Background: an optimization exercise with open tools, aiming at small area and a short achievable clock period. Do not read the settings as production practice.

==> module simon32_64, before the edit <==
module simon32_64 (
  input  logic        clk, reset,
  input  logic        in_valid,
  input  logic [31:0] plaintext,
  input  logic [63:0] key,
  output logic        out_valid,
  output logic [31:0] ciphertext
);
  localparam logic [32:0] REG_AFTER = 33'h149249248;
  localparam int NREG = 11;
  localparam logic [31:0] Z0 = 32'hFA2561CD;
  logic [15:0] xc [0:32], yc [0:32], xs [0:32], ys [0:32];
  logic [63:0] kc [0:32], ks [0:32];
  assign xc[0] = plaintext[31:16];
  assign yc[0] = plaintext[15:0];
  assign kc[0] = key;
  genvar r;
  generate
    for (r = 0; r <= 32; r++) begin : st
      if (REG_AFTER[r]) begin : q
        logic [15:0] xq, yq;
        logic [63:0] kq;
        always_ff @(posedge clk) begin
          xq <= xc[r];
          yq <= yc[r];
          kq <= kc[r];
        end
        assign xs[r] = xq;
        assign ys[r] = yq;
        assign ks[r] = kq;
      end else begin : w
        assign xs[r] = xc[r];
        assign ys[r] = yc[r];
        assign ks[r] = kc[r];
      end
      if (r < 32) begin : rd
        round   R (xs[r], ys[r], ks[r][15:0], xc[r+1], yc[r+1]);
        key_gen K (ks[r], Z0[31-r], kc[r+1]);
      end
    end
  endgenerate
  assign ciphertext = {xs[32], ys[32]};
  logic [NREG-1:0] valid_r;
  always_ff @(posedge clk) begin
    if (reset)
      valid_r <= '0;
    else
      valid_r <= {valid_r, in_valid};
  end
  assign out_valid = valid_r[NREG-1];
endmodule
==> flow/config.mk <==
export PLATFORM = sky130hd
export DESIGN_NAME = simon32_64
export DESIGN_NICKNAME = simon32_64
export VERILOG_FILES = /design/flow/design.v
export SDC_FILE = /design/flow/constraint.sdc
export NUM_CORES = 4
export LEC_CHECK = 0
export CAP_MARGIN = 20
export CORE_MARGIN = 2
export CORE_UTILIZATION = 40
export SLEW_MARGIN = 20
==> flow/constraint.sdc <==
create_clock -name core_clock -period 2.5 [get_ports {clk}]
set_input_delay 0.5000 -clock core_clock [delete_from_list [all_inputs] [get_ports {clk}]]
set_output_delay 0.5000 -clock core_clock [all_outputs]
set_load 0.01 [all_outputs]
run.sh (not shown) runs the stock make flow with config.mk's settings and CLKGATE_MAP_FILE= SYNTH_SCRIPT=/design/flow/synth_recipe.tcl, a recipe that flattens the netlist after the stock synthesis.
Rerun with:
--- a/flow/design.v
+++ b/flow/design.v
@@ -33,14 +33,14 @@
   input  logic        in_valid,
   input  logic [31:0] plaintext,
   input  logic [63:0] key,
   output logic        out_valid,
   output logic [31:0] ciphertext
 );
-  localparam logic [32:0] REG_AFTER = 33'h149249248;
-  localparam int NREG = 11;
+  localparam logic [32:0] REG_AFTER = 33'h155555555;
+  localparam int NREG = 17;
   localparam logic [31:0] Z0 = 32'hFA2561CD;
   logic [15:0] xc [0:32], yc [0:32], xs [0:32], ys [0:32];
   logic [63:0] kc [0:32], ks [0:32];
   assign xc[0] = plaintext[31:16];
   assign yc[0] = plaintext[15:0];
   assign kc[0] = key;
The new run completed with no timing, DRC or antenna violations.
Wire length goes up by 9.4%.
Critical path depth goes down by 5.
Core utilization goes down by 2.4 points.
Die area goes up by 23%.
Flip-flop and latch count goes up by 582.
Function was not checked in any run of this note: the RTL went through the layout flow alone.


Setup of old:
Another version of the RTL of simon32_64 (not shown whole).
Size: roughly 710 flip-flops, roughly 130 I/O pins, about 53000 um^2 of cells after synthesis.
==> module simon32_64, before the edit <==
module simon32_64 (
  input  logic        clk, reset,
  input  logic        in_valid,
  input  logic [31:0] plaintext,
  input  logic [63:0] key,
  output logic        out_valid,
  output logic [31:0] ciphertext
);
  localparam logic [32:0] REG_AFTER = 33'h111111110;
  localparam int NREG = 8;
  localparam logic [31:0] Z0 = 32'hFA2561CD;
  logic [15:0] xc [0:32], yc [0:32], xs [0:32], ys [0:32];
  logic [63:0] kc [0:32], ks [0:32];
  assign xc[0] = plaintext[31:16];
  assign yc[0] = plaintext[15:0];
  assign kc[0] = key;
  genvar r;
  generate
    for (r = 0; r <= 32; r++) begin : st
      if (REG_AFTER[r]) begin : q
        logic [15:0] xq, yq;
        logic [63:0] kq;
        always_ff @(posedge clk) begin
          xq <= xc[r];
          yq <= yc[r];
          kq <= kc[r];
        end
        assign xs[r] = xq;
        assign ys[r] = yq;
        assign ks[r] = kq;
      end else begin : w
        assign xs[r] = xc[r];
        assign ys[r] = yc[r];
        assign ks[r] = kc[r];
      end
      if (r < 32) begin : rd
        round   R (xs[r], ys[r], ks[r][15:0], xc[r+1], yc[r+1]);
        key_gen K (ks[r], Z0[31-r], kc[r+1]);
      end
    end
  endgenerate
  assign ciphertext = {xs[32], ys[32]};
  logic [NREG-1:0] valid_r;
  always_ff @(posedge clk) begin
    if (reset)
      valid_r <= '0;
    else
      valid_r <= {valid_r, in_valid};
  end
  assign out_valid = valid_r[NREG-1];
endmodule
clock: 2.5 ns
lec_check: 0
cap_margin: 20
core_margin: 2
core_utilization: 40
slew_margin: 20
Complete run, failing final checks: old, reason setup timing.
Input-level comparison between new and old:
--- a/flow/design.v
+++ b/flow/design.v
@@ -35,10 +35,10 @@
   input  logic [63:0] key,
   output logic        out_valid,
   output logic [31:0] ciphertext
 );
-  localparam logic [32:0] REG_AFTER = 33'h111111110;
-  localparam int NREG = 8;
+  localparam logic [32:0] REG_AFTER = 33'h122108420;
+  localparam int NREG = 7;
   localparam logic [31:0] Z0 = 32'hFA2561CD;
   logic [15:0] xc [0:32], yc [0:32], xs [0:32], ys [0:32];
   logic [63:0] kc [0:32], ks [0:32];
   assign xc[0] = plaintext[31:16];
Results
No crash in new: every stage finished, but the layout fails its final checks due to setup timing.
new vs. old: area growth from synthesis to layout shows an increase of 22 points, global-route usage shows an increase of 2.0 points.
Summary: total vias in the final route, new worse than old
The core of new is more densely filled than that of old.
Taking old over new, the global-route wire length before repair ratio works out to 1.05.
Looking at critical path depth across new and old, the one that comes out higher is new.
Run comparison: old endpoint of the worst setup timing path st[12].q.xq[14]$_DFF_P_; new endpoint of the worst setup timing path st[20].q.kq[51]$_DFF_P_
No run of this note included a check of the RTL's function; only the layout flow was run.

afterwards: timing with drivers on the ports:
In the flow no input, the clock included, has a driving cell. The finished layouts below were timed again as built, in two steps.
Step 1: set_driving_cell puts a clkbuf_16 on clk and a buf_2 on each other input, an assumption about the parent block.
Step 2 moves the port delays by t, midway between the first and last clock arrival at a register: inputs arrive t later, outputs are due t later. That takes back most of the time a late clock gives input paths.
Slacks: ideal / step 1 / step 2; pairs: ideal / step 1.
| run | t, ns | setup slack, ns | hold WS [ns] | worst setup path after step 2 | slew at the worst register clock pin (ns) |
|---|---|---|---|---|---|
| the first run of note 1 | 0.806 | 0.072 / 0.072 / -0.337 | 0.333 / 0.275 / 0.369 | input to register | 0.07 / 0.07 |
| the second run of note 1 | 0.855 | 0.346 / 0.267 / 0.379 | 0.141 / 0.087 / 0.319 | register to register | 0.07 / 0.07 |
| old | 0.765 | -0.330 / -0.330 / -0.848 | 0.379 / 0.320 / 0.443 | input to register | 0.07 / 0.07 |
| new | 0.724 | -0.721 / -0.721 / -0.862 | 0.332 / 0.280 / 0.427 | input to register | 0.08 / 0.08 |
Met with ideal ports but missed after step 2: setup timing in the first run of note 1. The setup slack of old, which loses most, moves by 0.000 ns with the drivers and by -0.518 ns with both steps.
